This is an optimization exercise on Yosys and OpenROAD, whose aim is small area and a short achievable clock period, not a production implementation.
Where RTL was checked, it was by simulation tests only, not by an equivalence proof against the original.
Power is estimated from default activity; no workload was simulated.

## Axi4SharedSdramCtrl
module Axi4SharedSdramCtrl (
  input               io_axi_arw_valid,
  output              io_axi_arw_ready,
  input      [22:0]   io_axi_arw_payload_addr,
  input      [3:0]    io_axi_arw_payload_id,
  input      [7:0]    io_axi_arw_payload_len,
  input      [2:0]    io_axi_arw_payload_size,
  input      [1:0]    io_axi_arw_payload_burst,
  input               io_axi_arw_payload_write,
  input               io_axi_w_valid,
  output              io_axi_w_ready,
  input      [31:0]   io_axi_w_payload_data,
  input      [3:0]    io_axi_w_payload_strb,
  input               io_axi_w_payload_last,
  output              io_axi_b_valid,
  input               io_axi_b_ready,
  output     [3:0]    io_axi_b_payload_id,
  output     [1:0]    io_axi_b_payload_resp,
  output              io_axi_r_valid,
  input               io_axi_r_ready,
  output     [31:0]   io_axi_r_payload_data,
  output     [3:0]    io_axi_r_payload_id,
  output     [1:0]    io_axi_r_payload_resp,
  output              io_axi_r_payload_last,
  output     [10:0]   io_sdram_ADDR,
  output     [1:0]    io_sdram_BA,
  input      [31:0]   io_sdram_DQ_read,
  output     [31:0]   io_sdram_DQ_write,
  output     [31:0]   io_sdram_DQ_writeEnable,
  output     [3:0]    io_sdram_DQM,
  output              io_sdram_CASn,
  output              io_sdram_CKE,
  output              io_sdram_CSn,
  output              io_sdram_RASn,
  output              io_sdram_WEn,
  input               io_axiClk,
  input               resetCtrl_axiReset
);
Size in the first run: about 1300 cells after synthesis, roughly 390 flip-flops, ~250 I/O pins, ~0.018 sq mm of cells after synthesis.
Settings: LEC_CHECK=0, CAP_MARGIN=20, CORE_MARGIN=2, CORE_UTILIZATION=40, CTS_BUF_LIST=sky130_fd_sc_hd__clkbuf_8, CTS_CLUSTER_SIZE=20, SETUP_SLACK_MARGIN=5, SLEW_MARGIN=20; clock period 10.0 ns.
standard.sh (not shown) runs the stock make flow with config.mk's settings and CLKGATE_MAP_FILE= SYNTH_SCRIPT=/design/flow/synth_recipe.tcl, a recipe that flattens the netlist after the stock synthesis.
==> flow/flow/run.sh <==
#!/bin/bash
# Standard ORFS layout (the standard.sh), with the port buffers inserted
# as the smallest plain buffer instead of the default delay-buffer cell;
# repair_design / repair_timing then size them as the paths need.
set -euo pipefail
bash standard.sh "BUFFER_PORTS_ARGS=-buffer_cell sky130_fd_sc_hd__buf_1" finish > standard_make.log 2>&1
The starting point went through all stages and came out clean.
==> next run, changes <==
==> flow/run.sh (new file) <==
#!/bin/bash
# synth_recipe.tcl (not shown) runs the flow's synth.tcl, then flattens the netlist and writes it again
# the make line also repeats each setting of config.mk as NAME=value (left out here)
make -C /OpenROAD-flow-scripts/flow DESIGN_CONFIG=/design/flow/config.mk WORK_HOME=/design/flow/orfs CLKGATE_MAP_FILE= SYNTH_SCRIPT=/design/flow/synth_recipe.tcl finish
- CTS_BUF_LIST: sky130_fd_sc_hd__clkbuf_8 -> unset
- CTS_CLUSTER_SIZE: 20 -> unset
removed: flow/flow/run.sh
removed: flow/standard.sh
Effect: Setup slack got worse by 0.061 ns. Wire length climbs by 3.4%. Critical path depth drops by 1. Total power climbs by 6.2%. Hold slack improved by 0.020 ns. Global-route usage climbs by 0.26 points. Via count drops by 1.2%. Non-clock buffer count climbs by 3. Sequential power barely changes. Fmax drops by 1.1%. Cell area climbs by 7.2%.
No functional check of the RTL was part of any run of this note.

---

## yarrow
Another version of the RTL of Axi4SharedSdramCtrl (not shown whole).
For scale: ~1400 cells after synthesis, roughly 18000 um^2 of cells after synthesis.
==> flow/config.mk <==
export PLATFORM = sky130hd
export DESIGN_NAME = Axi4SharedSdramCtrl
export DESIGN_NICKNAME = Axi4SharedSdramCtrl
export VERILOG_FILES = /design/flow/design.v
export SDC_FILE = /design/flow/constraint.sdc
export NUM_CORES = 4
export LEC_CHECK = 0
export CAP_MARGIN = 20
export CORE_MARGIN = 2
export CORE_UTILIZATION = 65
export CTS_BUF_LIST = sky130_fd_sc_hd__clkbuf_16
export CTS_CLUSTER_DIAMETER = 100
export CTS_CLUSTER_SIZE = 30
export SETUP_SLACK_MARGIN = 5
export SLEW_MARGIN = 20
export SYNTH_HIERARCHICAL = 1
export SYNTH_MINIMUM_KEEP_SIZE = 0
==> flow/constraint.sdc <==
create_clock -name core_clock -period 10.0 [get_ports {io_axiClk}]
set_input_delay 2.0000 -clock core_clock [delete_from_list [all_inputs] [get_ports {io_axiClk}]]
set_output_delay 2.0000 -clock core_clock [all_outputs]
set_load 0.01 [all_outputs]
==> flow/flow/run.sh <==
#!/bin/bash
# Standard ORFS layout (the standard.sh) with two changes:
#  - port buffers are inserted as the smallest plain buffer instead of the
#    default delay-buffer cell; repair_design / repair_timing then size them;
#  - clock tree synthesis without dummy load cells.
set -euo pipefail
bash standard.sh \
  "BUFFER_PORTS_ARGS=-buffer_cell sky130_fd_sc_hd__buf_1" \
  "CTS_ARGS=-sink_clustering_enable -repair_clock_nets -sink_clustering_size 30 -sink_clustering_max_diameter 100 -buf_list sky130_fd_sc_hd__clkbuf_16 -dont_use_dummy_load" \
  finish > standard_make.log 2>&1
yarrow ended with every stage complete and zero timing, DRC or antenna violations.
Here is what was changed in the inputs of ember compared with yarrow.
- putting ABC_AREA at 1 where nothing was set
- swapping 65 for 55 in CORE_UTILIZATION
Notes after the runs:
| global-route wire length before repair | ember vs yarrow | 3.2% higher |
Summary: with yarrow as the reference, synthesized instance count in ember moved up by more than 10%.
Non-filler instance count after layout of ember exceeds that of yarrow by more than 10%.
Cmp ember and yarrow / core box area / higher: ember
Site row count ended up about 8% higher on ember than on yarrow.

==> separate check: timing with driven ports <==
In the flow no input, the clock included, has a driving cell. The finished layouts below were timed again as built, in two steps. Step 1 assumes that a clkbuf_16 drives the clock port and a buf_2 every other input. Step 2 moves the port delays by t, midway between the first and last clock arrival at a register: inputs arrive t later, outputs are due t later. That takes back most of the time a late clock gives input paths. Slacks: ideal / step 1 / step 2; pairs: ideal / step 1.
run	shift t [ns]	setup WS [ns]	worst hold slack (ns)	worst setup path at the end	worst register clock-pin slew, ns
the first run of note 1	0.652	4.411 / 4.365 / 4.365	0.346 / 0.346 / 0.346	input to output	0.06 / 0.06
the second run of note 1	0.621	4.350 / 4.326 / 4.326	0.366 / 0.366 / 0.366	input to output	0.06 / 0.06
yarrow	0.566	4.752 / 4.711 / 4.711	0.420 / 0.420 / 0.420	input to output	0.12 / 0.12
ember	0.562	4.811 / 4.787 / 4.574	0.402 / 0.402 / 0.402	input to register	0.12 / 0.12
After both steps every run listed still meets setup and hold. The setup slack of ember, which loses most, moves by -0.024 ns with the drivers and by -0.237 ns with both steps.
